From an optimization exercise on the open Yosys and OpenROAD flow, aimed at small area and a short achievable clock period; shortcuts taken in it are not production practice. Where RTL was checked, it was by simulation tests only, not by an equivalence proof against the original. For run 2, only the layout was checked, not whether the RTL still works.

==> design/flow/design.v <==
module alu_unit(A, B, op, shamt, f16, f4, fsh, result, ne, lt, adder_err, sra_err, sll_err);
	input [31:0] A, B;
	input [4:0] op, shamt;
	input f16, f4, fsh;
	output [31:0] result;
	output ne, lt, adder_err, sra_err, sll_err;
	wire sub = (op == 5'd1);
	wire [31:0] Bn = B ^ {32{sub}};
	wire [32:0] c;
	wire [16:12] cf;
	wire [31:0] T;
	assign c[0] = sub;
	genvar j;
	generate for (j = 0; j < 32; j = j + 1) begin : add
		assign T[j] = A[j] ^ Bn[j] ^ c[j];
		assign c[j+1] = (A[j] & Bn[j]) | (A[j] & c[j]) | (Bn[j] & c[j]);
	end endgenerate
	assign cf[12] = c[12] ^ f16;
	generate for (j = 12; j < 16; j = j + 1) begin : fadd
		assign cf[j+1] = (A[j] & Bn[j]) | (A[j] & cf[j]) | (Bn[j] & cf[j]);
	end endgenerate
	wire [3:0] nib = A[15:12] ^ Bn[15:12] ^ cf[15:12];
	wire [31:0] S = {T[31:27], T[26] ^ f4, T[25:16], nib, T[11:0]};
	assign ne = |S;
	assign lt = (A[31] & ~B[31]) | (S[31] & ~A[31] & ~B[31]) | (S[31] & A[31] & B[31]);
	assign adder_err = f16 | f4;
	wire [4:0] sh = {shamt[4:1], shamt[0] ^ fsh};
	wire [31:0] Ar;
	genvar i;
	generate for (i = 0; i < 32; i = i + 1) begin : rv
		assign Ar[i] = A[31 - i];
	end endgenerate
	wire [31:0] X = op[0] ? A : Ar;
	wire fill = op[0] & A[31];
	wire [31:0] Y0 = sh[0] ? {fill, X[31:1]} : X;
	wire [31:0] Y1 = sh[1] ? {{2{fill}}, Y0[31:2]} : Y0;
	wire [31:0] Y2 = sh[2] ? {{4{fill}}, Y1[31:4]} : Y1;
	wire [31:0] Y3 = sh[3] ? {{8{fill}}, Y2[31:8]} : Y2;
	wire [31:0] Y = sh[4] ? {{16{fill}}, Y3[31:16]} : Y3;
	wire [31:0] Yr;
	generate for (i = 0; i < 32; i = i + 1) begin : rv2
		assign Yr[i] = Y[31 - i];
	end endgenerate
	wire hi0 = (op[4:3] == 2'b00);
	wire s_add = hi0 & (op[2:1] == 2'b00);
	wire s_and = hi0 & (op[2:0] == 3'd2);
	wire s_or = hi0 & (op[2:0] == 3'd3);
	wire s_sll = hi0 & (op[2:0] == 3'd4);
	wire s_sra = hi0 & (op[2:0] == 3'd5);
	assign result = ({32{s_add}} & S) | ({32{s_and}} & (A & B)) | ({32{s_or}} & (A | B)) |
	                ({32{s_sll}} & Yr) | ({32{s_sra}} & Y);
	wire [30:0] E = A[30:0] ^ A[31:1];
	wire [31:0] PZ, PE;      
	wire [30:0] SE;          
	assign PZ[0] = A[0];
	assign PE[0] = E[0];
	assign SE[30] = E[30];
	generate for (i = 1; i < 32; i = i + 1) begin : pz
		assign PZ[i] = PZ[i-1] | A[i];
	end endgenerate
	generate for (i = 1; i < 31; i = i + 1) begin : pe
		assign PE[i] = PE[i-1] | E[i];
		assign SE[30-i] = SE[31-i] | E[30-i];
	end endgenerate
	assign PE[31] = PE[30];
	wire [4:0] s0 = {shamt[4:1], 1'b0};
	assign sra_err = fsh & SE[s0];
	wire [4:0] m = 5'd31 - shamt;
	assign sll_err = fsh & (shamt[0] ? PE[m] : PZ[m]);
endmodule
module booth_mult(A, B, flip, prod, ovf);
	input [31:0] A;
	input [15:0] B;
	input flip;
	output [31:0] prod;
	output ovf;
	wire [31:0] acc [0:8];
	wire [1:0] pb [0:7];
	wire [16:0] bb = {B, 1'b0};
	assign acc[0] = 32'd0;
	genvar k;
	generate for (k = 0; k < 8; k = k + 1) begin : st
		wire [2:0] s = bb[2*k+2:2*k];
		wire neg = s[2] & ~(s[1] & s[0]);
		wire one = s[1] ^ s[0];
		wire two = (s == 3'd3) | (s == 3'd4);
		wire [31:0] M = (({32{one}} & A) | ({32{two}} & {A[30:0], 1'b0})) ^ {32{neg}};
		wire [31:0] sum;
		rca #(32) add(.a(acc[k]), .b(M), .ci(neg), .s(sum));
		assign pb[k] = sum[1:0];
		assign acc[k+1] = {sum[31], sum[31], sum[31:2]};
	end endgenerate
	wire [31:0] p = {acc[8][15:0], pb[7], pb[6], pb[5], pb[4], pb[3], pb[2], pb[1], pb[0]};
	assign prod = {p[31:8], p[7] ^ flip, p[6:0]};
	assign ovf = acc[8][30:15] != {16{A[31] ^ B[15]}};
endmodule
module rca(a, b, ci, s);
	parameter W = 32;
	input [W-1:0] a, b;
	input ci;
	output [W-1:0] s;
	wire [W:0] c;
	assign c[0] = ci;
	genvar i;
	generate for (i = 0; i < W; i = i + 1) begin : fa
		assign s[i] = a[i] ^ b[i] ^ c[i];
		assign c[i+1] = (a[i] & b[i]) | (a[i] & c[i]) | (b[i] & c[i]);
	end endgenerate
endmodule
module div_stage(rin, n, D, rout, q);
	parameter I = 31;
	localparam W = (32 - I) < 16 ? (32 - I) : 16;
	input [14:0] rin;
	input n;
	input [15:0] D;
	output [14:0] rout;
	output q;
	wire [W-1:0] t;
	generate if (W > 1) begin : wide
		assign t = {rin[W-2:0], n};
	end else begin : one
		assign t = n;
	end endgenerate
	wire [W-1:0] Dw = D[W-1:0];
	wire [W-1:0] g0 = ~t & Dw;
	wire [W-1:0] p0 = ~(t ^ Dw);
	localparam L = (W > 8) ? 4 : (W > 4) ? 3 : (W > 2) ? 2 : (W > 1) ? 1 : 0;
	wire [W-1:0] G [0:L];
	wire [W-1:0] P [0:L];
	assign G[0] = g0;
	assign P[0] = p0;
	genvar l, j;
	generate for (l = 0; l < L; l = l + 1) begin : lv
		for (j = 0; j < W; j = j + 1) begin : b
			if (((j >> l) & 1) == 1) begin : m
				assign G[l+1][j] = G[l][j] | (P[l][j] & G[l][((j >> l) << l) - 1]);
				assign P[l+1][j] = P[l][j] & P[l][((j >> l) << l) - 1];
			end else begin : c
				assign G[l+1][j] = G[l][j];
				assign P[l+1][j] = P[l][j];
			end
		end
	end endgenerate
	wire [W-1:0] bin;    
	generate if (W > 1) begin : bw
		assign bin = {G[L][W-2:0], 1'b0};
	end else begin : b1
		assign bin = 1'b0;
	end endgenerate
	wire hi_nz;
	generate if (W < 16) begin : nz
		assign hi_nz = |D[15:W];
	end else begin : z
		assign hi_nz = 1'b0;
	end endgenerate
	wire lt = hi_nz | G[L][W-1];
	assign q = ~lt;
	wire [W-1:0] d = ~p0 ^ bin;
	wire [W-1:0] rn = lt ? t : d;
	generate if (W < 16) begin : pad
		assign rout = {{(15-W){1'b0}}, rn};
	end else begin : trunc
		assign rout = rn[14:0];
	end endgenerate
endmodule
module csa31(x, y, z, s, c);
	input [4:0] x, y, z;
	output [4:0] s, c;
	wire [4:0] m = (x & y) | (x & z) | (y & z);
	assign s = x ^ y ^ z;
	assign c = {m[3:0], m[4]};
endmodule
module mul31(x, y, p);
	input [4:0] x, y;
	output [4:0] p;
	wire [4:0] p0 = y[0] ? x : 5'd0;
	wire [4:0] p1 = y[1] ? {x[3:0], x[4]} : 5'd0;
	wire [4:0] p2 = y[2] ? {x[2:0], x[4:3]} : 5'd0;
	wire [4:0] p3 = y[3] ? {x[1:0], x[4:2]} : 5'd0;
	wire [4:0] p4 = y[4] ? {x[0], x[4:1]} : 5'd0;
	wire [4:0] s1, c1, s2, c2, s3, c3;
	csa31 a1(p0, p1, p2, s1, c1);
	csa31 a2(s1, c1, p3, s2, c2);
	csa31 a3(s2, c2, p4, s3, c3);
	wire [5:0] t = {1'b0, s3} + {1'b0, c3};
	assign p = t[4:0] + {4'd0, t[5]};
endmodule
module residue_pre(rA, rB, rP, monly, donly, div, neg, c, m);
	input [4:0] rA, rB, rP;
	input monly, donly, div, neg;
	output [4:0] c, m;
	wire [4:0] ab, pb;
	mul31 u_ab(rA, rB, ab);
	mul31 u_pb(rP, rB, pb);
	wire [4:0] t1 = donly ? (neg ? ~pb : pb) : (div ? 5'd0 : ab);
	wire [4:0] t2 = monly ? ~rP : (div ? ~rA : 5'd0);
	wire [4:0] t3 = div ? 5'd27 : 5'd0;
	wire [4:0] u1, u2;
	csa31 a1(t1, t2, t3, u1, u2);
	wire [5:0] t = {1'b0, u1} + {1'b0, u2};
	assign c = t[4:0] + {4'd0, t[5]};
	assign m = monly ? 5'd30 : donly ? (neg ? ~rB : rB) : 5'd0;
endmodule
module residue_mid(c, m, pl, r, rn, dz, div, cs, cc, ms, mc);
	input [4:0] c, m, rn;
	input [4:1] pl;
	input [14:0] r;
	input dz, div;
	output [4:0] cs, cc, ms, mc;
	wire [4:0] q1 = pl[1] ? {m[3:0], m[4]} : 5'd0;
	wire [4:0] q2 = pl[2] ? {m[2:0], m[4:3]} : 5'd0;
	wire [4:0] q3 = pl[3] ? {m[1:0], m[4:2]} : 5'd0;
	wire [4:0] q4 = pl[4] ? {m[0], m[4:1]} : 5'd0;
	wire [4:0] s1, c1, s2, c2;
	csa31 a1(q1, q2, q3, s1, c1);
	csa31 a2(q4, c, s1, s2, c2);
	csa31 a3(s2, c2, c1, cs, cc);
	wire [4:0] t1, t2;
	csa31 a4(r[4:0], r[9:5], r[14:10], t1, t2);
	assign ms = ~div ? 5'd0 : dz ? rn : t1;
	assign mc = (~div | dz) ? 5'd0 : t2;
endmodule
module residue_post(cs, cc, ms, mc, m, p0, rB, k4, kf, kneg, remz, err);
	input [4:0] cs, cc, ms, mc, m, rB;
	input p0, k4, kf, kneg, remz;
	output err;
	wire [4:0] q0 = p0 ? m : 5'd0;
	wire [4:0] b4 = {rB[2:0], rB[4:3]};
	wire [4:0] b8 = {rB[1:0], rB[4:2]};
	wire [4:0] e0 = kf ? (k4 ? b8 : b4) : (k4 ? b4 : 5'd0);    
	wire [4:0] e1 = kf ? (k4 ? 5'd0 : ~b4) : (k4 ? b4 : 5'd0);  
	wire [4:0] e = kneg ? e1 : e0;
	wire [4:0] s1, c1, s2, c2, s3, c3, s4, c4, s5, c5;
	csa31 a1(cs, cc, ms, s1, c1);
	csa31 a2(mc, q0, s1, s2, c2);
	csa31 a3(c1, s2, c2, s3, c3);
	csa31 a4(s3, c3, e, s4, c4);
	csa31 a5(s4, c4, 5'd4, s5, c5);
	wire z0 = ((s4 ^ c4) == 5'd31) | ((s4 | c4) == 5'd0) | ((s4 & c4) == 5'd31);
	wire z4 = ((s5 ^ c5) == 5'd31) | ((s5 | c5) == 5'd0) | ((s5 & c5) == 5'd31);
	assign err = ~(remz ? z4 : z0);
endmodule
module res31(x, r);
	input [31:0] x;
	output [4:0] r;
	function [9:0] csa;
		input [4:0] a, b, c;
		reg [4:0] m;
		begin
			m = (a & b) | (a & c) | (b & c);
			csa = {m[3:0], m[4], a ^ b ^ c};
		end
	endfunction
	wire [9:0] u = csa(x[4:0], x[9:5], x[14:10]);
	wire [9:0] v = csa(x[19:15], x[24:20], x[29:25]);
	wire [9:0] w = csa(u[4:0], u[9:5], v[4:0]);
	wire [9:0] z = csa(w[4:0], w[9:5], v[9:5]);
	wire [9:0] y = csa(z[4:0], z[9:5], {3'd0, x[31:30]});
	wire [5:0] t = {1'b0, y[4:0]} + {1'b0, y[9:5]};
	assign r = t[4:0] + {4'd0, t[5]};
endmodule
module argus_exec(clk, a, b, alu_op, shamt, mult, div,
                  flip_adder16, flip_adder4, flip_shift, flip_mult, flip_div,
                  alu_result, alu_ne, alu_lt, adder_err, sra_err, sll_err,
                  md_result, md_remainder, md_exception, md_err, md_chk_en);
	input clk;
	input [31:0] a, b;
	input [4:0] alu_op, shamt;
	input mult, div;
	input flip_adder16, flip_adder4, flip_shift, flip_mult, flip_div;
	output reg [31:0] alu_result;
	output reg alu_ne, alu_lt, adder_err, sra_err, sll_err;
	output [31:0] md_result;
	output reg [31:0] md_remainder;
	output reg md_exception, md_chk_en;
	output md_err;
	parameter J = 3;     
	parameter R = 2;     
	wire [31:0] n0;
	wire [15:0] d0;
	abs_val #(32) u_an(.x(a), .y(n0));
	abs_val #(16) u_ad(.x(b[15:0]), .y(d0));
	wire [14:0] r0 [32-J:32];
	assign r0[32] = 15'd0;
	wire [31:32-J] q0;
	genvar i;
	generate for (i = 31; i >= 32 - J; i = i - 1) begin : s1
		div_stage #(.I(i)) st(.rin(r0[i+1]), .n(n0[i]), .D(d0), .rout(r0[i]), .q(q0[i]));
	end endgenerate
	reg [31:0] a_q, b_q;
	reg [4:0] op_q, shamt_q;
	reg mult_q, div_q;
	reg f_add16_q, f_add4_q, f_shift_q, f_mult_q, f_div_q;
	reg [J-1:0] dr_q;         
	reg [31:32-J] dq_q;       
	reg [31-J:32-J-R] dn_q;   
	reg [15:0] dd_q;          
	reg dz_q, dsg_q;          
	always @(posedge clk) begin
		a_q <= a;
		b_q <= b;
		op_q <= alu_op;
		shamt_q <= shamt;
		mult_q <= mult;
		div_q <= div;
		f_add16_q <= flip_adder16;
		f_add4_q <= flip_adder4;
		f_shift_q <= flip_shift;
		f_mult_q <= flip_mult;
		f_div_q <= flip_div;
		dr_q <= r0[32-J][J-1:0];
		dq_q <= q0;
		dn_q <= n0[31-J:32-J-R];
		dd_q <= d0;
		dz_q <= (b[15:0] == 16'd0);
		dsg_q <= a[31] ^ b[15];
	end
	wire [31:0] alu_res_x;
	wire alu_ne_x, alu_lt_x, adder_err_x, sra_err_x, sll_err_x;
	alu_unit u_alu(.A(a_q), .B(b_q), .op(op_q), .shamt(shamt_q),
	               .f16(f_add16_q), .f4(f_add4_q), .fsh(f_shift_q),
	               .result(alu_res_x), .ne(alu_ne_x), .lt(alu_lt_x),
	               .adder_err(adder_err_x), .sra_err(sra_err_x), .sll_err(sll_err_x));
	wire [31:0] prod;
	wire ovf;
	booth_mult u_mul(.A(a_q), .B(b_q[15:0]), .flip(f_mult_q), .prod(prod), .ovf(ovf));
	wire [14:0] r1 [0:32-J];
	assign r1[32-J] = {{(15-J){1'b0}}, dr_q};
	wire [31-J:0] q1;
	wire [31:0] n1;
	abs_val #(32) u_an1(.x(a_q), .y(n1));
	wire [31-J:0] dn = {dn_q, n1[31-J-R:0]};
	generate for (i = 31 - J; i >= 0; i = i - 1) begin : s2
		div_stage #(.I(i)) st(.rin(r1[i+1]), .n(dn[i]), .D(dd_q), .rout(r1[i]), .q(q1[i]));
	end endgenerate
	wire [31:0] nmag = {dr_q, dn};
	wire [31:0] qq = dz_q ? {31'h7fffffff, ~nmag[31]} : {dq_q, q1};
	wire [31:0] rem_x = dz_q ? nmag : {17'd0, r1[0]};
	wire monly = mult_q & ~div_q;
	wire donly = div_q & ~mult_q;
	wire [4:0] ra_x, rb_x, rp_x;
	wire [31:0] pre_x = monly ? prod : qq;
	res31 u_ra(.x(a_q), .r(ra_x));
	res31 u_rb(.x({16'd0, b_q[15:0]}), .r(rb_x));
	res31 u_rp(.x({pre_x[31:5], 5'd0}), .r(rp_x));
	wire [5:0] rna = {1'b0, ~ra_x} + 6'd4;
	wire [4:0] rn_x = a_q[31] ? (rna[4:0] + {4'd0, rna[5]}) : ra_x;
	wire neg_x = donly & dsg_q;
	wire [4:0] c_x, m_x, cs_x, cc_x, ms_x, mc_x;
	residue_pre u_rpre(.rA(ra_x), .rB(rb_x), .rP(rp_x), .monly(monly), .donly(donly),
	                   .div(div_q), .neg(neg_x), .c(c_x), .m(m_x));
	residue_mid u_rmid(.c(c_x), .m(m_x), .pl(pre_x[4:1]), .r(r1[0]), .rn(rn_x),
	                   .dz(dz_q), .div(div_q), .cs(cs_x), .cc(cc_x), .ms(ms_x), .mc(mc_x));
	reg [31:0] pre_q;         
	reg zero_q, neg_q, fdb_q, div2_q, pz_q;
	reg [4:0] rb_q, m_q, cs_q, cc_q, ms_q, mc_q;
	always @(posedge clk) begin
		alu_result <= alu_res_x;
		alu_ne <= alu_ne_x;
		alu_lt <= alu_lt_x;
		adder_err <= adder_err_x;
		sra_err <= sra_err_x;
		sll_err <= sll_err_x;
		pre_q <= pre_x;
		zero_q <= ~(monly | donly);
		neg_q <= neg_x;
		fdb_q <= donly & f_div_q;
		div2_q <= div_q;
		md_remainder <= rem_x;
		md_exception <= (div_q & dz_q) | (mult_q & ovf);
		md_chk_en <= mult_q | div_q;
		rb_q <= rb_x;
		m_q <= m_x;
		cs_q <= cs_x;
		cc_q <= cc_x;
		ms_q <= ms_x;
		mc_q <= mc_x;
		pz_q <= ~dz_q & ~(|{dq_q, q1});
	end
	wire [31:0] negpre = -pre_q;
	assign md_result = zero_q ? 32'd0 : ((neg_q ? negpre : pre_q) ^ {29'd0, fdb_q, 2'd0});
	wire b2 = neg_q ? (pre_q[2] ^ (pre_q[1] | pre_q[0])) : pre_q[2];
	residue_post u_rpost(.cs(cs_q), .cc(cc_q), .ms(ms_q), .mc(mc_q), .m(m_q), .p0(pre_q[0]),
	                     .rB(rb_q), .k4(neg_q & ~pz_q), .kf(fdb_q), .kneg(b2),
	                     .remz(div2_q & ~(|md_remainder)), .err(md_err));
endmodule
module abs_val(x, y);
	parameter W = 32;
	localparam L = (W > 16) ? 5 : (W > 8) ? 4 : (W > 4) ? 3 : 2;
	input [W-1:0] x;
	output [W-1:0] y;
	wire [W-1:0] o [0:L];
	assign o[0] = x;
	genvar l, j;
	generate for (l = 0; l < L; l = l + 1) begin : lv
		for (j = 0; j < W; j = j + 1) begin : b
			if (((j >> l) & 1) == 1) begin : m
				assign o[l+1][j] = o[l][j] | o[l][((j >> l) << l) - 1];
			end else begin : c
				assign o[l+1][j] = o[l][j];
			end
		end
	end endgenerate
	assign y = x ^ ({W{x[W-1]}} & {o[L][W-2:0], 1'b0});
endmodule
==> design/flow/flow/run.sh <==
#!/bin/bash
set -euo pipefail
export BUFFER_PORTS_ARGS="-buffer_cell sky130_fd_sc_hd__buf_2"
bash standard.sh finish > standard_flow.log 2>&1
==> design/flow/standard.sh <==
#!/bin/bash
# synth_recipe.tcl (not shown) runs the flow's synth.tcl, then flattens the netlist and writes it again
# the make line also repeats each setting of config.mk as NAME=value (left out here)
make -C /OpenROAD-flow-scripts/flow DESIGN_CONFIG=/design/flow/config.mk WORK_HOME=/design/flow/orfs CLKGATE_MAP_FILE= SYNTH_SCRIPT=/design/flow/synth_recipe.tcl "${@:-finish}"
==> design/flow/config.mk <==
export PLATFORM = sky130hd
export DESIGN_NAME = argus_exec
export DESIGN_NICKNAME = argus_exec
export VERILOG_FILES = /design/flow/design.v
export SDC_FILE = /design/flow/constraint.sdc
export NUM_CORES = 4
export LEC_CHECK = 0
export ABC_AREA = 1
export CAP_MARGIN = 50
export CORE_MARGIN = 2
export CORE_UTILIZATION = 40
export CTS_BUF_LIST = sky130_fd_sc_hd__clkbuf_4 sky130_fd_sc_hd__clkbuf_8 sky130_fd_sc_hd__clkbuf_16
export CTS_CLUSTER_DIAMETER = 60
export CTS_CLUSTER_SIZE = 12
export SLEW_MARGIN = 70
==> design/flow/constraint.sdc <==
create_clock -name core_clock -period 250.0 [get_ports {clk}]
set_input_delay 50.0000 -clock core_clock [delete_from_list [all_inputs] [get_ports {clk}]]
set_output_delay 50.0000 -clock core_clock [all_outputs]
set_load 0.01 [all_outputs]
==> flow_summary.json, run 1 <==
{
  "maxCapViolations": 0,
  "cts.reportedPaths.clkPinSlew_ns": 0.06,
  "die_w_um": 349,
  "placed_area_sq_um": 51200,
  "yosysUniqueCellTypes": 59,
  "track_usage": 0.283,
  "relSlewSlack": 0.674,
  "hold_path.class": "reg2reg",
  "fin_skew_ns": 0.0276,
  "cp_slowest_stage_delay_ns": 0.46,
  "wl_met1_um": 76500,
  "ys_seq_area_frac": 0.103,
  "dp_slack_ns": 194.13,
  "synth_top_area_share": 0.200,
  "holdBufCountCts": 0,
  "routed_wl_um": 174000,
  "post_cts_buffers": 0,
  "dr.pass1.iters": 8,
  "dieHeight_um": 349,
  "ys.flop_type": "dfxtp_1",
  "utilization": 0.445,
  "ctsRootBufferMaster": "clkbuf_16",
  "slowest_stage": "fa_1",
  "cp_max_fo": 24,
  "crit_family": "simple AND/OR/NAND/NOR gates",
  "nFillCells": 11958,
  "layout.nets": 7668,
  "cts_resized": 0,
  "routed-wl-met2_um": 75200,
  "rows": 126,
  "clock_latency_ns": 0.60,
  "cts_made_buffers": 36,
  "yosysWarnings": 37,
  "grt.overflow.total": 0,
  "area_delta_synth_final_pct": 10.4,
  "setup_viol": 0,
  "async_flop_share": 0,
  "critPathArrivalTime_ns": 55.24,
  "grt_max_degree": 69,
  "worstSetupPathType": "reg2reg",
  "h-tree-depth": 2,
  "cts_tree": "yes",
  "yosysMostFrequentCell": "nand2_1",
  "core_sq_um": 118000,
  "met3WireLength_um": 14500,
  "gp_congestion": 0.974,
  "syn-cell-area_sq_um": 47600,
  "syn_inst": 6509,
  "antenna_found_initial": 10,
  "drt-wirelength-per-cell_um": 21.4,
  "cts_sinks": 244,
  "initial_utilization": 0.403,
  "vias": 45328,
  "dp_hpwl_um": 141000,
  "synth_common_cells": "1274 x nand2_1, 835 x inv_1, 519 x ha_1",
  "drive_gt1_frac": 0.105,
  "cts_buffer_depth": 3,
  "grt_pass1_wl_um": 264000,
  "syn_area_per_cell_sq_um": 7.31,
  "timing.fmax_ghz": 0.0183,
  "worstPathRequired_ns": 250.45,
  "crit_path_start_kind": "flip-flop",
  "rsz0062_at_grt": "false",
  "synth.area.top_cells": "fa_1 20%, ha_1 14%, dfxtp_1 10%",
  "highest_layer": "met5",
  "fin_tns_setup_ns": 0,
  "final_area_sq_um": 52500,
  "status": "finished clean",
  "netlist.top_cell.by_area": "fa_1",
  "critPathBufInv": 43,
  "drc_errors": 0,
  "report.final.slew_viol_count": 0,
  "finalHoldViolCount": 0,
  "die_area_sq_um": 122000,
  "tightest_slew_ns": 0.483,
  "drt_iter0_drc": 4176,
  "ant_nets": 0,
  "final.min_clock_period_ns": 54.79,
  "layout_setup_ws_ns": 195.21,
  "ios": 186,
  "synth-edff-count": 0,
  "period_share": 0.219,
  "detail_route.vias_per_cell": 5.56,
  "ys_seq_elements": 244,
  "crit_top_cell": "nand2_1",
  "endpoint_kind": "flip-flop",
  "synth_nets": 7586,
  "numPortBuffers": 185,
  "grt_pass1_vias": 43394
}
tightest hold or removal path, stage by stage, from the launching register on:
cell and delay [ns]:
dfxtp_1 0.30, nand2_1 0.05, inv_1 0.04
path summary, 6_finish.rpt:
| kind | start | endpoint | slack [ns] | cells after the start |
|---|---|---|---|---|
| min reg2reg | f_div_q | fdb_q | 0.41 | 2 |
| max reg2reg | dd_q[15] | ms_q[1] | 195.21 | 307 |
| max | dd_q[15] | ms_q[1] | 195.21 | 307 |
| min | f_div_q | fdb_q | 0.41 | 2 |
placed cells by master, fill, tap and decap left out, drive strengths merged, types with 61 or more instances in the layout:
cell	Yosys	routed
a21oi	302	302
nor2	281	281
xnor2	120	120
nand3	471	471
o21ai	324	324
and2	96	96
buf	58	323
inv	847	855
or2	110	110
dfxtp	244	244
xor2	441	441
nor3	66	66
o22ai	261	261
ha	519	519
nand2	1276	1276
nand4	61	61
fa	476	476
registers in the layout, summed over array words and instances (netlist names), 16 cells and up:
register      cells
a_q              32
pre_q            32
alu_result       32
dd_q             16
md_remainder     32
b_q              31
stage by stage:
stage / cells / hold WS, ns
after floorplan: 6509 / 0.390
after global placement: 8072 / 0.400
after detailed placement: 8087 / 0.404
after CTS: 8144 / 0.418
after global routing: 8146 / 0.449
final: 8148 / 0.413
logic make-up (layout without fill, tap and decap cells):
group,count (synthesis),after routing,synth area share
xor gates and xnor gates,561,561,0.104
muxes,24,24,0.00505
DFF,244,244,0.103
AOI/OAI and AO/OA,1111,1111,0.137
adders and majority gates,995,995,0.337
other,0,2,0
and+or+nand+nor,2423,2423,0.224
buffers and inverters,1151,1252,0.0912
metal layers:
metal / up-vias / track usage
met5: - / 0.00360
met4: 8 / 0.108
met3: 337 / 0.0560
met2: 1699 / 0.438
met1: 21716 / 0.387
li1: 21568 / -
final cells by class:
cell class | count | area, sq um | share of cell area
Multi-Input combinational cell | 5114 | 39100 | 0.745
Sequential cell | 244 | 4920 | 0.0937
Inverter | 870 | 3310 | 0.0630
Timing Repair Buffer | 325 | 2100 | 0.0401
Tap cell | 1536 | 1920 | 0.0366
Clock buffer | 37 | 908 | 0.0173
Clock inverter | 20 | 219 | 0.00417
Antenna cell | 2 | 5.00 | 0.0000953
==> run 2, diff against run 1 <==
--- a/design/flow/design.v
+++ b/design/flow/design.v
@@ -275,5 +275,5 @@
 	output reg md_exception, md_chk_en;
 	output md_err;
-	parameter J = 3;     
+	parameter J = 4;     
 	parameter R = 2;     
 	wire [31:0] n0;
--- a/design/flow/config.mk
+++ b/design/flow/config.mk
@@ -9,7 +9,8 @@
 export CAP_MARGIN = 50
 export CORE_MARGIN = 2
-export CORE_UTILIZATION = 40
+export CORE_UTILIZATION = 50
 export CTS_BUF_LIST = sky130_fd_sc_hd__clkbuf_4 sky130_fd_sc_hd__clkbuf_8 sky130_fd_sc_hd__clkbuf_16
 export CTS_CLUSTER_DIAMETER = 60
 export CTS_CLUSTER_SIZE = 12
+export PLACE_DENSITY = 0.72
 export SLEW_MARGIN = 70
==> run 2 against run 1 <==
- critical endpoint is now dr_q[2]
- cell area down 0.77%
- via count grew 1.1%
- setup slack got worse by 1.2 ns
- sequential share of layout area rose by 0.18 points
- still clean on timing, DRC and antenna
==> flow_summary.json, run 2 <==
{
  "rows": 113,
  "worstPathRequired_ns": 250.45,
  "synth_nets": 7565,
  "die_area_sq_um": 98000,
  "ios": 186,
  "grt.overflow.total": 0,
  "numPortBuffers": 185,
  "synth_adder_area_share": 0.335,
  "synth_xor_area_frac": 0.103,
  "drive_gt1_frac": 0.106,
  "layout_commonest_cell": "nand2_1",
  "antenna_found_initial": 5,
  "cts_made_buffers": 38,
  "clock_latency_ns": 0.59,
  "async_flop_share": 0,
  "tightest_slew_ns": 0.491,
  "grt_max_degree": 69,
  "initial_utilization": 0.503,
  "ys_seq_elements": 246,
  "worst-r2r-setup-slack_ns": 197.13,
  "layout_common_cells": "1253 x nand2_1, 819 x inv_1, 515 x ha_1, 476 x fa_1, 441 x nand3_1",
  "endpoint_kind": "flip-flop",
  "relSlewSlack": 0.671,
  "critPathArrivalTime_ns": 56.46,
  "die_w_um": 313,
  "synth_common_cells": "1273 x nand2_1, 835 x inv_1, 518 x ha_1",
  "synth_top_area_share": 0.200,
  "post_cts_buffers": 0,
  "track_usage": 0.334,
  "yosysMostFrequentCell": "nand2_1",
  "hold_path.class": "reg2reg",
  "synth_compound_area_frac": 0.140,
  "holdBufCountCts": 0,
  "worstSetupPathType": "in2reg",
  "grt_pass1_wl_um": 255000,
  "cts_buffer_depth": 3,
  "cp_max_fo": 6,
  "vias": 45845,
  "synth-edff-count": 0,
  "cts.reportedPaths.clkPinSlew_ns": 0.06,
  "finalHoldViolCount": 0,
  "syn_inst": 6489,
  "routed_wl_um": 166000,
  "ys.flop_type": "dfxtp_1",
  "ctsRootBufferMaster": "clkbuf_16",
  "core_sq_um": 94900,
  "layout.nets": 7632,
  "dp_hpwl_um": 133000,
  "cts_tree": "yes",
  "worst_hold_slack_ns": 0.425,
  "drt-wirelength-per-cell_um": 21.2,
  "report.final.slew_viol_count": 0,
  "h-tree-depth": 2,
  "synthMuxAreaShare": 0.00524,
  "period_share": 0.224,
  "setup_viol": 0,
  "synth_top_family_by_area": "adder cells",
  "slowest_stage": "mux2i_2",
  "dr.pass1.iters": 8,
  "cts_sinks": 246,
  "detail_route.vias_per_cell": 5.84,
  "drc_errors": 0,
  "syn_area_per_cell_sq_um": 7.36,
  "syn-cell-area_sq_um": 47800,
  "ant_nets": 0,
  "netlist.top_cell.by_area": "fa_1",
  "status": "finished clean",
  "timing.fmax_ghz": 0.0179,
  "cts_resized": 0,
  "yosysUniqueCellTypes": 73,
  "drt_iter0_drc": 5069,
  "crit_path_start_kind": "input port",
  "gp_congestion": 1.04,
  "grt_pass1_vias": 44065,
  "synth.area.top_cells": "fa_1 20%, ha_1 14%, dfxtp_1 10%",
  "ys_seq_area_frac": 0.103,
  "maxCapViolations": 0,
  "cp_slowest_stage_delay_ns": 0.43,
  "rsz0062_at_grt": "false",
  "dieHeight_um": 313,
  "yosysWarnings": 37,
  "area_delta_synth_final_pct": 9.14,
  "fin_skew_ns": 0.0248,
  "fin_tns_setup_ns": 0,
  "synthSimpleGateAreaFrac": 0.221,
  "final.min_clock_period_ns": 56.01
}
## run 2: changes by cell type after synthesis, sizes merged, moves of 4 or more
cell,before,now
nand4,61,44
clkbuf,223,195
a221oi,4,9
and2,96,91
a31oi,27,17
nand2,1276,1281
a32oi,19,24
o2111ai,13,17
buf,58,83
nand3,471,449
nor3b,5,9
o21ai,324,332
nand3b,17,12
o21bai,22,16
## run 2: area by class of cell
| type | instances | area (sq um) |
|---|---|---|
| diodes | 1 | 2.50 |
| clock buffers | 45 | 1040 |
| clock inverters | 19 | 199 |
| fillers | 9003 | 42700 |
| inverters | 872 | 3310 |
| multi-input cells | 5093 | 39100 |
| flip-flops and latches | 246 | 4980 |
| well taps | 1265 | 1580 |
| repair buffers | 305 | 1900 |
## run 2: worst max-delay path, delay by kind of cell
family,cells,cell delay (ns)
and+or+nand+nor,18,3.20
adders and majority gates,5,1.38
muxes,2,0.83
buffers and inverters,8,1.05
## run 2: path summary, 6_finish.rpt
path / endpoint / cells after the start / start
setup / recovery: dr_q[2] / 33 / a[13]
hold reg to reg: md_remainder[30] / 2 / dr_q[2]
setup reg to reg: ms_q[1] / 316 / dd_q[2]
hold / removal: md_remainder[30] / 2 / dr_q[2]
## run 2: kinds of logic after synthesis
kind of cell               Yosys count
and+or+nand+nor                   2388
buffers and inverters             1150
AOI/OAI and AO/OA                 1128
adders and majority gates          994
xor gates and xnor gates           558
DFF                                246
muxes                               25
## run 2: per-layer routing
layer	GRT usage	vias up	share of wire
met4	0.141	2	0.052
met5	0	-	0.000072
met3	0.0595	440	0.10
met1	0.455	21768	0.41
li1	-	21458	-
met2	0.521	2177	0.43
## run 2: metrics by stage
| stage | utilization | area (sq um) | cells | worst slack [ns] |
|---|---|---|---|---|
| 2_1_floorplan | - | 47800 | 6489 | 194.95 |
| 3_3_place_gp | 0.527 | 50000 | 7769 | 192.31 |
| 3_5_place_dp | 0.534 | 50700 | 7779 | 193.58 |
| 4_1_cts | 0.547 | 51900 | 7843 | 194.14 |
| 5_1_grt | 0.549 | 52100 | 7845 | 191.60 |
| 6_report | 0.549 | 52100 | 7846 | 193.99 |
==> run 3, diff against run 2 <==
--- a/design/flow/design.v
+++ b/design/flow/design.v
@@ -275,5 +275,5 @@
 	output reg md_exception, md_chk_en;
 	output md_err;
-	parameter J = 4;     
+	parameter J = 3;     
 	parameter R = 2;     
 	wire [31:0] n0;
==> run 3 against run 2 <==
- cell area fell by 0.23%
- die area fell by 0.37%
- non-clock buffer count rose by 4
- still clean
- fmax rose by 2.9%
- critical path type is now reg2out
- clock skew rose by 0.021 ns
- first-iteration DRC count fell by 14%
- final cell count rose by 0.24%
- routed wire length fell by 1.6%
==> flow_summary.json, run 3 <==
{
  "status": "finished clean",
  "cts_sinks": 244,
  "rows": 113,
  "busiest_layer": "met2",
  "ys.flop_type": "dfxtp_1",
  "routed_wl_um": 164000,
  "track_usage": 0.330,
  "setup_viol": 0,
  "yosysMostFrequentCell": "nand2_1",
  "final_area_sq_um": 52000,
  "timing.fmax_ghz": 0.0184,
  "layout.nets": 7652,
  "drc_errors": 0,
  "multiInputGateArea_sq_um": 39100,
  "ctsRootBufferMaster": "clkbuf_16",
  "cts_resized": 0,
  "gr-usage-met3": 0.0707,
  "syn-cell-area_sq_um": 47600,
  "yosysUniqueCellTypes": 59,
  "synth_nets": 7586,
  "gp_congestion": 1.02,
  "critPathArrivalTime_ns": 4.45,
  "nFillCells": 8899,
  "tightest_slew_ns": 0.496,
  "layout_common_cells": "1253 x nand2_1, 813 x inv_1, 517 x ha_1, 476 x fa_1, 463 x nand3_1",
  "h-tree-depth": 2,
  "relSlewSlack": 0.666,
  "cp_max_fo": 7,
  "grt.overflow.total": 0,
  "async_flop_share": 0,
  "die_w_um": 312,
  "rsz0062_at_grt": "false",
  "holdBufCountCts": 0,
  "placed_area_sq_um": 50700,
  "drive_gt1_frac": 0.103,
  "dp_hpwl_um": 131000,
  "area_delta_synth_final_pct": 9.30,
  "vias": 46189,
  "cts_buffer_depth": 3,
  "cts.reportedPaths.clkPinSlew_ns": 0.06,
  "maxCapViolations": 0,
  "synth_common_cells": "1274 x nand2_1, 835 x inv_1, 519 x ha_1",
  "clock_latency_ns": 0.62,
  "fin_skew_ns": 0.0455,
  "worstPathRequired_ns": 200.00,
  "cts_tree": "yes",
  "layout_commonest_cell": "nand2_1",
  "synth.area.top_cells": "fa_1 20%, ha_1 14%, dfxtp_1 10%",
  "synth_top_area_share": 0.200,
  "period_share": 0.218,
  "endpoint_kind": "primary output",
  "numPortBuffers": 185,
  "ios": 186,
  "syn_area_per_cell_sq_um": 7.31,
  "hold_path.class": "reg2reg",
  "cts_made_buffers": 36,
  "dp_slack_ns": 194.69,
  "worst_hold_slack_ns": 0.454,
  "dr.pass1.iters": 7,
  "core_sq_um": 94600,
  "grt_max_degree": 69,
  "register_area_sq_um": 4930,
  "grt_pass1_wl_um": 253000,
  "grt_pass1_vias": 44655,
  "drt-wirelength-per-cell_um": 20.8,
  "die_area_sq_um": 97600,
  "ant_nets": 0,
  "antenna_found_initial": 6,
  "dieHeight_um": 312,
  "finalHoldViolCount": 0,
  "use_met1": 0.433,
  "ys_seq_area_frac": 0.103,
  "post_cts_buffers": 0,
  "grtUsageMet2": 0.505,
  "netlist.top_cell.by_area": "fa_1",
  "drt_iter0_drc": 4337,
  "ys_seq_elements": 244,
  "final.min_clock_period_ns": 54.45,
  "layout_setup_ws_ns": 195.55,
  "fin_tns_setup_ns": 0,
  "detail_route.vias_per_cell": 5.87,
  "worst-r2r-setup-slack_ns": 195.99,
  "worstSetupPathType": "reg2out",
  "report.final.slew_viol_count": 0,
  "yosysWarnings": 37,
  "syn_inst": 6509,
  "initial_utilization": 0.503,
  "synth-edff-count": 0,
  "crit_path_start_kind": "flip-flop"
}
-- run 3: changes by cell type after synthesis, sizes merged, moves of 4 or more --
cell and delta:
a31oi +10, nand2 -5, nand3 +22, a32oi -5, nand3b +5, o21ai -8, clkbuf +28, o2111ai -4
o21bai +6, and2 +5, a221oi -5, buf -25, nand4 +17, nor3b -4
-- run 3: logic make-up after synthesis --
| kind of cell | Yosys count | share of synthesized area |
|---|---|---|
| compound gates | 1111 | 0.137 |
| xor+xnor | 561 | 0.104 |
| fa+ha+maj | 995 | 0.337 |
| buf+inv | 1151 | 0.0912 |
| flops | 244 | 0.103 |
| mux | 24 | 0.00505 |
| simple gates | 2423 | 0.224 |
-- run 3: per-stage QoR --
stage | util | std cells
global route | 0.550 | 7863
detailed placement | 0.536 | 7801
CTS | 0.548 | 7862
global placement | 0.528 | 7788
finish | 0.550 | 7865
floorplan | - | 6509
-- run 3: routing by layer --
layer | routed length, um | up-vias
met3 | 16900 | 502
met5 | 12 | -
met4 | 10900 | 2
met1 | 66100 | 21892
li1 | - | 21544
met2 | 69600 | 2249
-- run 3: final cells by class --
class	count	share of cell area
inverter	870	0.0637
multi-input combinational	5114	0.752
clock inverter	17	0.00332
antenna	2	0.0000962
tap	1265	0.0304
timing repair buffer	309	0.0373
sequential	244	0.0948
clock buffer	44	0.0188
-- run 3: path summary, 6_finish.rpt --
kind / to / from / depth (start not counted)
worst max register to register: ms_q[1] / dd_q[15] / 302
worst max-delay path: md_err / pre_q[0] / 19
worst min-delay path: fdb_q / f_div_q / 2
worst min register to register: fdb_q / f_div_q / 2
-- run 3: worst max-delay path, cell delays in order (launching register included) --
cell,delay (ns)
dfxtp_1,0.56
inv_1,0.16
ha_1,0.21
inv_1,0.08
nand2_1,0.06
xor2_1,0.28
inv_1,0.17
nor2_1,0.27
inv_1,0.09
o21ai_0,0.16
a31oi_1,0.10
fa_1,0.49
ha_1,0.33
inv_1,0.06
ha_1,0.19
nand3_1,0.08
nand3b_1,0.11
o221ai_1,0.13
mux2i_1,0.16
buf_2,0.16
==> run 4, diff against run 3 <==
--- a/design/flow/config.mk
+++ b/design/flow/config.mk
@@ -10,5 +10,5 @@
 export CORE_MARGIN = 2
 export CORE_UTILIZATION = 50
-export CTS_BUF_LIST = sky130_fd_sc_hd__clkbuf_4 sky130_fd_sc_hd__clkbuf_8 sky130_fd_sc_hd__clkbuf_16
+export CTS_BUF_LIST = sky130_fd_sc_hd__clkbuf_8
 export CTS_CLUSTER_DIAMETER = 60
 export CTS_CLUSTER_SIZE = 12
==> run 4 against run 3 <==
- sequential share of layout area is 0.080 points higher
- clock skew is 0.022 ns higher
- global-route usage is 0.080 points lower
- worst hold slack improved by 0.0066 ns
- non-clock buffer count did not move
- synthesized cell count is the same
- sequential cell count stayed put
- register-to-register slack got worse by 0.03 ns
- core utilization decreased by 0.46 points
- final cell count about the same
==> flow_summary.json, run 4 <==
{
  "placed_area_sq_um": 50700,
  "synth_nets": 7586,
  "worstHoldStart": "f_div_q",
  "dp_slack_ns": 194.69,
  "layout.nets": 7652,
  "relSlewSlack": 0.676,
  "dieHeight_um": 312,
  "ys.flop_type": "dfxtp_1",
  "ys_seq_elements": 244,
  "multiInputGateArea_sq_um": 39100,
  "syn_inst": 6509,
  "grt.overflow.total": 0,
  "holdBufCountCts": 0,
  "track_usage": 0.329,
  "r2r_start": "dd_q[15]",
  "clock_latency_ns": 0.72,
  "cts_resized": 0,
  "routed_wl_um": 163000,
  "numPortBuffers": 185,
  "synth_top_area_share": 0.200,
  "grt_pass1_vias": 44439,
  "gp_congestion": 1.02,
  "post_cts_buffers": 0,
  "syn-cell-area_sq_um": 47600,
  "cts_tree": "yes",
  "maxCapViolations": 0,
  "drt-wirelength-per-cell_um": 20.7,
  "layout_common_cells": "1253 x nand2_1, 818 x inv_1, 517 x ha_1, 476 x fa_1, 463 x nand3_1",
  "netlist.top_cell.by_area": "fa_1",
  "holdPathStages": 2,
  "grt_pass1_wl_um": 252000,
  "hold_path.class": "reg2reg",
  "finalHoldViolCount": 0,
  "crit_path_start_kind": "flip-flop",
  "cts_made_buffers": 36,
  "timing.fmax_ghz": 0.0183,
  "register_area_sq_um": 4930,
  "ant_nets": 0,
  "drive_gt1_frac": 0.102,
  "final_area_sq_um": 51600,
  "worst_hold_slack_ns": 0.461,
  "status": "finished clean",
  "drt_iter0_drc": 4344,
  "cp_max_fo": 7,
  "nFillCells": 8968,
  "ys_seq_area_frac": 0.103,
  "drc_errors": 0,
  "dr.pass1.iters": 7,
  "dp_hpwl_um": 131000,
  "die_area_sq_um": 97600,
  "rsz0062_at_grt": "false",
  "rr_worst_depth": 302,
  "synth.area.top_cells": "fa_1 20%, ha_1 14%, dfxtp_1 10%",
  "critPathArrivalTime_ns": 4.54,
  "fin_tns_setup_ns": 0,
  "worst-r2r-setup-slack_ns": 195.96,
  "ctsRootBufferMaster": "clkbuf_8",
  "endpoint_kind": "primary output",
  "cts_buffer_depth": 3,
  "cts_sinks": 244,
  "worstSetupPathType": "reg2out",
  "final.min_clock_period_ns": 54.54,
  "h-tree-depth": 2,
  "synth-edff-count": 0,
  "grt_max_degree": 69,
  "synth_common_cells": "1274 x nand2_1, 835 x inv_1, 519 x ha_1",
  "detail_route.vias_per_cell": 5.86,
  "setup_viol": 0,
  "async_flop_share": 0,
  "yosysWarnings": 37,
  "holdPathEnd": "fdb_q",
  "layout_setup_ws_ns": 195.46,
  "worstPathRequired_ns": 200.00,
  "syn_area_per_cell_sq_um": 7.31,
  "ios": 186,
  "layout_commonest_cell": "nand2_1",
  "area_delta_synth_final_pct": 8.38,
  "vias": 46111,
  "period_share": 0.218,
  "yosysUniqueCellTypes": 59,
  "cts.reportedPaths.clkPinSlew_ns": 0.08,
  "rows": 113,
  "die_w_um": 312,
  "yosysMostFrequentCell": "nand2_1",
  "fin_skew_ns": 0.0673,
  "tightest_slew_ns": 0.481,
  "core_sq_um": 94600,
  "report.final.slew_viol_count": 0,
  "initial_utilization": 0.503,
  "r2r-end": "ms_q[1]",
  "antenna_found_initial": 6
}
[run 4: cell counts after synthesis]
Identical to the previous run, type by type.
[run 4: worst max path at each step]
stage | startpoint | end | slack [ns]
finish | pre_q[0] | md_err | 195.46
global route | dd_q[15] | ms_q[1] | 190.60
CTS | dd_q[2] | ms_q[1] | 194.53
detailed placement | dd_q[2] | ms_q[1] | 194.69
global placement | dd_q[2] | ms_q[1] | 190.47
floorplan | b[1] | dr_q[2] | 196.45
[run 4: per-layer routing]
metal,up-vias,global-route usage,share of wire
met1,21874,0.432,0.41
met2,2218,0.502,0.43
met4,0,0.188,0.066
met3,480,0.0707,0.10
met5,-,0,0
li1,21539,-,-
[run 4: cell type report]
class,instances,area share
Antenna cell,3,0.000146
Clock buffer,39,0.0104
Clock inverter,22,0.00337
Inverter,870,0.0643
Multi-Input combinational cell,5114,0.758
Sequential cell,244,0.0956
Tap cell,1265,0.0307
Timing Repair Buffer,309,0.0376
[run 4: metrics by stage]
stage	cells	utilization
after detailed placement	7801	0.536
final	7866	0.545
after global placement	7788	0.528
after global routing	7864	0.545
after CTS	7862	0.543
after floorplan	6509	-
[run 4: cells by family (layout without fill, tap and decap cells)]
family                     after synthesis  count (layout)  share of synthesized area
DFF                                    244             244                      0.103
and+or+nand+nor                       2423            2423                      0.224
adders and majority gates              995             995                      0.337
muxes                                   24              24                    0.00505
AOI/OAI and AO/OA                     1111            1111                      0.137
buffers and inverters                 1151            1240                     0.0912
xor gates and xnor gates               561             561                      0.104
other                                    0               3                          0
[run 4: critical path, stage by stage (launching register included)]
cell      delay [ns]
dfxtp_1         0.56
inv_1           0.16
ha_1            0.21
inv_1           0.08
nand2_1         0.06
xor2_1          0.28
inv_1           0.17
nor2_1          0.28
inv_1           0.10
o21ai_0         0.17
a31oi_1         0.10
fa_1            0.49
ha_1            0.33
inv_1           0.06
ha_1            0.19
nand3_1         0.08
nand3b_1        0.11
o221ai_1        0.13
mux2i_1         0.16
buf_2           0.17
==> run 5, diff against run 4 <==
--- a/design/flow/config.mk
+++ b/design/flow/config.mk
@@ -14,3 +14,3 @@
 export CTS_CLUSTER_SIZE = 12
 export PLACE_DENSITY = 0.72
-export SLEW_MARGIN = 70
+export SLEW_MARGIN = 76
==> run 5 against run 4 <==
- still clean
- critical endpoint unchanged
- clock-buffer cell count decreased by 2
- largest cell class unchanged
- global-route usage increased by 0.15 points
- setup slack improved by 0.18 ns
==> flow_summary.json, run 5 <==
{
  "drc_errors": 0,
  "layout_setup_ws_ns": 195.64,
  "synth_compound_area_frac": 0.137,
  "holdPathEnd": "fdb_q",
  "period_share": 0.217,
  "synthSimpleGateAreaFrac": 0.224,
  "nFillCells": 8878,
  "drt-wirelength-per-cell_um": 20.8,
  "ys.flop_type": "dfxtp_1",
  "relSlewSlack": 0.734,
  "fin_tns_setup_ns": 0,
  "r2r_start": "dd_q[2]",
  "dp_hpwl_um": 132000,
  "ys_seq_elements": 244,
  "cts_tree": "yes",
  "layout_commonest_cell": "nand2_1",
  "r2r-end": "ms_q[1]",
  "setup_viol": 0,
  "hold_path.class": "reg2reg",
  "holdPathStages": 2,
  "cp_max_fo": 3,
  "endpoint_kind": "primary output",
  "synthMuxAreaShare": 0.00505,
  "h-tree-depth": 2,
  "gp_congestion": 1.02,
  "maxCapViolations": 0,
  "worstSetupPathType": "reg2out",
  "grt_pass1_wl_um": 253000,
  "core_sq_um": 94600,
  "syn_area_per_cell_sq_um": 7.31,
  "synth_top_area_share": 0.200,
  "clock_latency_ns": 0.69,
  "cts.reportedPaths.clkPinSlew_ns": 0.08,
  "worst-r2r-setup-slack_ns": 197.04,
  "rsz0062_at_grt": "false",
  "vias": 46211,
  "status": "finished clean",
  "dp.cells": 7824,
  "cts_resized": 0,
  "ctsRootBufferMaster": "clkbuf_8",
  "tightest_slew_ns": 0.395,
  "layout_common_cells": "1251 x nand2_1, 812 x inv_1, 516 x ha_1, 476 x fa_1, 460 x nand3_1",
  "netlist.top_cell.by_area": "fa_1",
  "fin_skew_ns": 0.0621,
  "multiInputGateArea_sq_um": 39700,
  "report.final.slew_viol_count": 0,
  "layout.nets": 7679,
  "track_usage": 0.331,
  "ios": 186,
  "synth_xor_area_frac": 0.104,
  "grt.overflow.total": 0,
  "cts_made_buffers": 36,
  "final.min_clock_period_ns": 54.36,
  "holdBufCountCts": 0,
  "ys_seq_area_frac": 0.103,
  "syn-cell-area_sq_um": 47600,
  "routed_wl_um": 164000,
  "post_cts_buffers": 0,
  "synth_nets": 7586,
  "area_delta_synth_final_pct": 10.7,
  "register_area_sq_um": 4970,
  "cts_sinks": 244,
  "yosysUniqueCellTypes": 59,
  "initial_utilization": 0.503,
  "die_area_sq_um": 97600,
  "numPortBuffers": 185,
  "dieHeight_um": 312,
  "syn_inst": 6509,
  "detail_route.vias_per_cell": 5.85,
  "worstPathRequired_ns": 200.00,
  "rows": 113,
  "synth_common_cells": "1274 x nand2_1, 835 x inv_1, 519 x ha_1",
  "yosysWarnings": 37,
  "yosysMostFrequentCell": "nand2_1",
  "async_flop_share": 0,
  "worstHoldStart": "f_div_q",
  "crit_path_start_kind": "flip-flop",
  "timing.fmax_ghz": 0.0184,
  "dp_slack_ns": 195.32,
  "synth.area.top_cells": "fa_1 20%, ha_1 14%, dfxtp_1 10%",
  "ant_nets": 0,
  "antenna_found_initial": 5,
  "grt_pass1_vias": 44323,
  "synth-edff-count": 0,
  "drive_gt1_frac": 0.118,
  "critPathArrivalTime_ns": 4.36,
  "grt_max_degree": 69,
  "synth_top_family_by_area": "adder cells",
  "dr.pass1.iters": 6,
  "synth_adder_area_share": 0.337,
  "cts_buffer_depth": 3,
  "fin_cells": 7894,
  "die_w_um": 312,
  "drt_iter0_drc": 4816,
  "finalHoldViolCount": 0,
  "rr_worst_depth": 296
}
## run 5: cell counts after synthesis
Identical to the previous run, type by type.
## run 5: worst max path at each step
stage                          to    start  slack, ns
after floorplan           dr_q[2]     b[1]     196.45
after global placement    ms_q[1]  dd_q[2]     190.47
after detailed placement  dr_q[2]     b[2]     195.32
after CTS                  md_err  ms_q[2]     195.57
after global routing      ms_q[1]  dd_q[2]     192.25
final                      md_err  ms_q[2]     195.64
## run 5: routing by layer
| layer | routed length [um] | global-route usage | up-vias |
|---|---|---|---|
| li1 | - | - | 21612 |
| met1 | 66900 | 0.436 | 21940 |
| met2 | 71000 | 0.511 | 2188 |
| met3 | 16300 | 0.0711 | 469 |
| met4 | 10100 | 0.169 | 2 |
| met5 | 13 | 0 | - |
## run 5: area by class of cell
| cell class | count | area share |
|---|---|---|
| diodes | 2 | 0.0000950 |
| flip-flops and latches | 244 | 0.0943 |
| clock inverters | 26 | 0.00413 |
| clock buffers | 37 | 0.00967 |
| multi-input cells | 5114 | 0.753 |
| well taps | 1265 | 0.0300 |
| repair buffers | 336 | 0.0447 |
| inverters | 870 | 0.0638 |
## run 5: critical path: stages (launching register included)
cell	delay, ns
dfxtp_1	0.45
fa_1	0.45
inv_1	0.08
fa_1	0.43
fa_1	0.51
inv_1	0.06
fa_1	0.50
ha_1	0.36
ha_1	0.30
nand3_1	0.08
o221ai_1	0.21
mux2i_1	0.10
buf_2	0.16
## run 5: stage by stage
step | utilization | hold WS (ns) | instance area [sq um]
after floorplan | - | 0.390 | 47600
after global placement | 0.528 | 0.428 | 49900
after detailed placement | 0.545 | 0.437 | 51500
after CTS | 0.552 | 0.459 | 52200
after global routing | 0.557 | 0.479 | 52700
final | 0.557 | 0.461 | 52700
## run 5: cells by family (layout without fill, tap and decap cells)
kind of cell,count (synthesis),in the layout
AOI/OAI and AO/OA,1111,1111
xor gates and xnor gates,561,561
adders and majority gates,995,995
buffers and inverters,1151,1269
DFF,244,244
muxes,24,24
other,0,2
and+or+nand+nor,2423,2423
==> run 6, diff against run 5 <==
--- a/design/flow/config.mk
+++ b/design/flow/config.mk
@@ -12,5 +12,5 @@
 export CTS_BUF_LIST = sky130_fd_sc_hd__clkbuf_8
 export CTS_CLUSTER_DIAMETER = 60
-export CTS_CLUSTER_SIZE = 12
+export CTS_CLUSTER_SIZE = 16
 export PLACE_DENSITY = 0.72
-export SLEW_MARGIN = 76
+export SLEW_MARGIN = 70
==> run 6 against run 5 <==
- final cell count decreased by 0.43%
- routed wire length decreased by 0.92%
- setup slack got worse by 0.20 ns
- register-to-register slack got worse by 1.0 ns
- die area unchanged
- area after synthesis unchanged
- via count decreased by 0.39%
- fmax decreased by 0.37%
- critical path type unchanged
==> flow_summary.json, run 6 <==
{
  "dp_hpwl_um": 131000,
  "clock_latency_ns": 0.72,
  "hold_path.class": "reg2reg",
  "drive_gt1_frac": 0.101,
  "cts_buffer_depth": 3,
  "async_flop_share": 0,
  "worstPathRequired_ns": 200.00,
  "fin_tns_setup_ns": 0,
  "critPathArrivalTime_ns": 4.56,
  "rows": 113,
  "numPortBuffers": 185,
  "grt.overflow.total": 0,
  "cts_tree": "yes",
  "syn-cell-area_sq_um": 47600,
  "cts.reportedPaths.clkPinSlew_ns": 0.09,
  "ctsRootBufferMaster": "clkbuf_8",
  "placed_area_sq_um": 50700,
  "synth-edff-count": 0,
  "vias": 46031,
  "die_area_sq_um": 97600,
  "dp_slack_ns": 194.69,
  "core_sq_um": 94600,
  "drt_iter0_drc": 4551,
  "grt_pass1_wl_um": 252000,
  "layout.nets": 7646,
  "synth_compound_area_frac": 0.137,
  "slowest_stage": "dfxtp_1",
  "holdBufCountCts": 0,
  "area_delta_synth_final_pct": 8.31,
  "ios": 186,
  "relSlewSlack": 0.675,
  "synthSimpleGateAreaFrac": 0.224,
  "timing.fmax_ghz": 0.0183,
  "initial_utilization": 0.503,
  "period_share": 0.218,
  "die_w_um": 312,
  "synth_common_cells": "1274 x nand2_1, 835 x inv_1, 519 x ha_1",
  "report.final.slew_viol_count": 0,
  "maxCapViolations": 0,
  "worstSetupPathType": "reg2out",
  "cp_slowest_stage_delay_ns": 0.55,
  "grt_pass1_vias": 44353,
  "fin_cells": 7860,
  "fin_skew_ns": 0.0233,
  "syn_inst": 6509,
  "synth_adder_area_share": 0.337,
  "synth_nets": 7586,
  "crit_path_start_kind": "flip-flop",
  "track_usage": 0.329,
  "ant_nets": 0,
  "drc_errors": 0,
  "h-tree-depth": 1,
  "tightest_slew_ns": 0.486,
  "ys.flop_type": "dfxtp_1",
  "worst_hold_slack_ns": 0.454,
  "routed_wl_um": 163000,
  "crit_top_cell": "inv_1",
  "synth.area.top_cells": "fa_1 20%, ha_1 14%, dfxtp_1 10%",
  "crit_chain": "inv_1 -> ha_1 -> inv_1 -> nand2_1 -> xor2_1 -> inv_1 -> nor2_1 -> inv_1 -> o21ai_0 -> a31oi_1 -> fa_1 -> ha_1 -> inv_1 -> ha_1 -> nand3_1 -> nand3b_1 -> o221ai_1 -> mux2i_1 -> buf_2",
  "status": "finished clean",
  "setup_viol": 0,
  "netlist.top_cell.by_area": "fa_1",
  "grt_max_degree": 69,
  "antenna_found_initial": 7,
  "yosysMostFrequentCell": "nand2_1",
  "ys_seq_elements": 244,
  "dieHeight_um": 312,
  "syn_area_per_cell_sq_um": 7.31,
  "rsz0062_at_grt": "false",
  "layout_commonest_cell": "nand2_1",
  "yosysWarnings": 37,
  "synth_xor_area_frac": 0.104,
  "drt-wirelength-per-cell_um": 20.7,
  "cts_made_buffers": 30,
  "final.min_clock_period_ns": 54.56,
  "endpoint_kind": "primary output",
  "layout_common_cells": "1253 x nand2_1, 814 x inv_1, 517 x ha_1, 476 x fa_1, 463 x nand3_1",
  "nFillCells": 8968,
  "detail_route.vias_per_cell": 5.86,
  "cp_max_fo": 7,
  "synth_top_area_share": 0.200,
  "post_cts_buffers": 0,
  "synth_top_family_by_area": "adder cells",
  "cts_resized": 0,
  "yosysUniqueCellTypes": 59,
  "cts_sinks": 244,
  "final_area_sq_um": 51500,
  "gp_congestion": 1.02,
  "dp.cells": 7801,
  "dr.pass1.iters": 8,
  "finalHoldViolCount": 0,
  "ys_seq_area_frac": 0.103,
  "synthMuxAreaShare": 0.00505,
  "layout_setup_ws_ns": 195.44
}
## run 6: cell families after synthesis
kind of cell / count (synthesis)
buf+inv: 1151
xor+xnor: 561
compound gates: 1111
flops: 244
simple gates: 2423
fa+ha+maj: 995
mux: 24
## run 6: layer usage
layer  global-route usage  vias to the layer above  routed length (um)
met1                0.434                    21845               66100
met5                    0                        -                  28
li1                     -                    21521                   -
met2                0.505                     2182               69400
met3               0.0672                      479               16700
met4                0.176                        4               10400
## run 6: path summary, 6_finish.rpt
kind              startpoint       to  slack [ns]  cells past startpoint
setup / recovery    pre_q[0]   md_err      195.44                     19
hold / removal       f_div_q    fdb_q        0.45                      2
setup reg to reg    dd_q[15]  ms_q[1]      196.03                    306
hold reg to reg      f_div_q    fdb_q        0.45                      2
## run 6: final cells by class
type | count | area [sq um] | share of cell area
multi-input combinational | 5114 | 39100 | 0.758
sequential | 244 | 4930 | 0.0957
inverter | 870 | 3310 | 0.0643
timing repair buffer | 309 | 1940 | 0.0376
tap | 1265 | 1580 | 0.0307
clock buffer | 32 | 440 | 0.00855
clock inverter | 21 | 243 | 0.00471
antenna | 5 | 12.5 | 0.000243
## run 6: metrics by stage
step	utilization
after floorplan	-
after global placement	0.528
after detailed placement	0.536
after CTS	0.543
after global routing	0.545
final	0.545
## run 6: critical path, delay by kind of cell (launching register included)
family,cells,cell delay [ns]
compound gates,3,0.39
xor+xnor,1,0.28
fa+ha+maj,4,1.22
buf+inv,6,0.72
flops,1,0.55
mux,1,0.16
simple gates,4,0.52
==> run 7, diff against run 6 <==
==> design/flow/flow/run.sh (replaced) <==
#!/bin/bash
set -euo pipefail
export BUFFER_PORTS_ARGS="-buffer_cell sky130_fd_sc_hd__buf_1"
bash standard.sh finish > standard_flow.log 2>&1
--- a/design/flow/config.mk
+++ b/design/flow/config.mk
@@ -10,7 +10,7 @@
 export CORE_MARGIN = 2
 export CORE_UTILIZATION = 50
-export CTS_BUF_LIST = sky130_fd_sc_hd__clkbuf_8
+export CTS_BUF_LIST = sky130_fd_sc_hd__clkbuf_4 sky130_fd_sc_hd__clkbuf_8 sky130_fd_sc_hd__clkbuf_16
 export CTS_CLUSTER_DIAMETER = 60
-export CTS_CLUSTER_SIZE = 16
+export CTS_CLUSTER_SIZE = 12
 export PLACE_DENSITY = 0.72
 export SLEW_MARGIN = 70
==> run 7 against run 6 <==
- critical endpoint unchanged
- first-iteration DRC count shrank 2.2%
- setup slack worse by 0.0090 ns
- clock-buffer cell count is 13 higher
- via count down 0.14%
- clock skew grew 0.024 ns
- largest cell class unchanged
- still clean on timing, DRC and antenna
- highest routed layer unchanged
==> flow_summary.json, run 7 <==
{
  "status": "finished clean",
  "numPortBuffers": 185,
  "cts_sinks": 244,
  "tightest_slew_ns": 0.502,
  "detail_route.vias_per_cell": 5.84,
  "layout_commonest_cell": "nand2_1",
  "track_usage": 0.328,
  "area_delta_synth_final_pct": 9.16,
  "worst_hold_slack_ns": 0.420,
  "relSlewSlack": 0.663,
  "clock_latency_ns": 0.63,
  "routed_wl_um": 164000,
  "drt_iter0_drc": 4449,
  "multiInputGateArea_sq_um": 39100,
  "die_area_sq_um": 97600,
  "synth.area.top_cells": "fa_1 20%, ha_1 14%, dfxtp_1 10%",
  "ctsRootBufferMaster": "clkbuf_16",
  "period_share": 0.218,
  "ios": 186,
  "antenna_found_initial": 3,
  "drt-wirelength-per-cell_um": 20.8,
  "initial_utilization": 0.503,
  "ys_seq_elements": 244,
  "post_cts_buffers": 0,
  "grt_max_degree": 69,
  "netlist.top_cell.by_area": "fa_1",
  "vias": 45965,
  "async_flop_share": 0,
  "syn_inst": 6509,
  "h-tree-depth": 2,
  "holdBufCountCts": 0,
  "crit_path_start_kind": "flip-flop",
  "gp_congestion": 1.01,
  "drc_errors": 0,
  "final.min_clock_period_ns": 54.57,
  "grt_pass1_wl_um": 251000,
  "maxCapViolations": 0,
  "cts.reportedPaths.clkPinSlew_ns": 0.06,
  "synth_nets": 7586,
  "yosysWarnings": 37,
  "yosysUniqueCellTypes": 59,
  "timing.fmax_ghz": 0.0183,
  "syn_area_per_cell_sq_um": 7.31,
  "grt_pass1_vias": 43856,
  "register_area_sq_um": 4930,
  "cts_made_buffers": 37,
  "layout_common_cells": "1253 x nand2_1, 817 x inv_1, 516 x ha_1, 476 x fa_1, 461 x nand3_1",
  "synth_top_area_share": 0.200,
  "synth-edff-count": 0,
  "grt.overflow.total": 0,
  "report.final.slew_viol_count": 0,
  "yosysMostFrequentCell": "nand2_1",
  "hold_path.class": "reg2reg",
  "worstPathRequired_ns": 200.00,
  "layout.nets": 7653,
  "fin_tns_setup_ns": 0,
  "fin_skew_ns": 0.0473,
  "nFillCells": 9080,
  "finalHoldViolCount": 0,
  "rows": 113,
  "cts_buffer_depth": 3,
  "die_w_um": 312,
  "dieHeight_um": 312,
  "cp_max_fo": 7,
  "setup_viol": 0,
  "critPathArrivalTime_ns": 4.57,
  "cts_resized": 0,
  "ys.flop_type": "dfxtp_1",
  "endpoint_kind": "primary output",
  "drive_gt1_frac": 0.0750,
  "worstSetupPathType": "reg2out",
  "ant_nets": 0,
  "dr.pass1.iters": 8,
  "rsz0062_at_grt": "false",
  "cts_tree": "yes",
  "synth_common_cells": "1274 x nand2_1, 835 x inv_1, 519 x ha_1",
  "dp_hpwl_um": 131000,
  "ys_seq_area_frac": 0.103,
  "syn-cell-area_sq_um": 47600,
  "core_sq_um": 94600
}
## run 7: cell counts after synthesis
No cell type changed its count.
## run 7: layout make-up
type | count | area share
inverters | 870 | 0.0638
well taps | 1265 | 0.0305
repair buffers | 309 | 0.0333
clock inverters | 17 | 0.00453
flip-flops and latches | 244 | 0.0949
multi-input cells | 5114 | 0.753
clock buffers | 45 | 0.0195
diodes | 2 | 0.0000964
## run 7: logic make-up (layout without fill, tap and decap cells)
family | count (synthesis) | in the layout | share of synthesized area
and+or+nand+nor | 2423 | 2423 | 0.224
xor gates and xnor gates | 561 | 561 | 0.104
muxes | 24 | 24 | 0.00505
adders and majority gates | 995 | 995 | 0.337
DFF | 244 | 244 | 0.103
AOI/OAI and AO/OA | 1111 | 1111 | 0.137
buffers and inverters | 1151 | 1241 | 0.0912
other | 0 | 2 | 0
## run 7: critical path: stages (launching register included)
cell,delay (ns)
dfxtp_1,0.56
inv_1,0.16
ha_1,0.21
inv_1,0.07
nand2_1,0.06
xor2_1,0.29
inv_1,0.18
nor2_1,0.27
inv_1,0.09
o21ai_0,0.16
a31oi_1,0.10
fa_1,0.50
ha_1,0.34
inv_1,0.06
ha_1,0.19
nand3_1,0.08
nand3b_1,0.10
o221ai_1,0.15
mux2i_1,0.17
buf_1,0.22
## run 7: routing by layer
layer	vias up	track usage	part of all wire
met4	2	0.168	0.060
met3	462	0.0681	0.094
li1	21551	-	-
met5	-	0.0126	0.0011
met2	2159	0.510	0.43
met1	21791	0.430	0.41
## run 7: stage by stage
stage	instance area (sq um)	worst slack (ns)	utilization	std cells
5_1_grt	51900	190.39	0.549	7864
3_3_place_gp	49700	189.66	0.525	7787
2_1_floorplan	47600	196.45	-	6509
3_5_place_dp	50400	194.37	0.533	7802
4_1_cts	51700	194.13	0.546	7864
6_report	51900	195.43	0.549	7866
## run 7: worst paths after layout
kind                 start  endpoint  slack (ns)  depth (start not counted)
setup reg to reg  dd_q[14]   ms_q[1]      195.67                        318
hold reg to reg    f_div_q     fdb_q        0.42                          2
hold / removal     f_div_q     fdb_q        0.42                          2
setup / recovery  pre_q[0]    md_err      195.43                         19

-- what the ideal ports hide --
Ports are ideal in the flow. The routed layouts listed here were re-timed in OpenROAD.
Step 1: set_driving_cell puts a clkbuf_16 on clk and a buf_2 on each other input, an assumption about the parent block.
Step 2, shift: input delay + t, output delay - t, t = (earliest + latest rising clock arrival at the registers) / 2. This alone moves slack from input paths to output paths.
Slacks: ideal ports / drivers / drivers and shift; pairs: ideal ports / drivers.
| run | t (ns) | slack for setup (ns) | worst slew at a driven data input, ns |
|---|---|---|---|
| run 1 | 0.653 | 195.212 / 195.212 / 195.212 | 0.04 |
| run 2 | 0.647 | 193.994 / 194.040 / 193.393 | 0.06 |
| run 3 | 0.669 | 195.553 / 195.481 / 195.288 | 0.05 |
| run 4 | 0.744 | 195.457 / 195.396 / 195.311 | 0.04 |
| run 5 | 0.722 | 195.638 / 195.571 / 195.352 | 0.04 |
| run 6 | 0.781 | 195.437 / 195.369 / 195.298 | 0.05 |
| run 7 | 0.689 | 195.428 / 195.351 / 195.192 | 0.04 |
After both steps setup and hold are still met in every run listed. For run 2, which loses most, drivers alone change the setup slack by +0.046 ns; drivers and shift together by -0.601 ns.
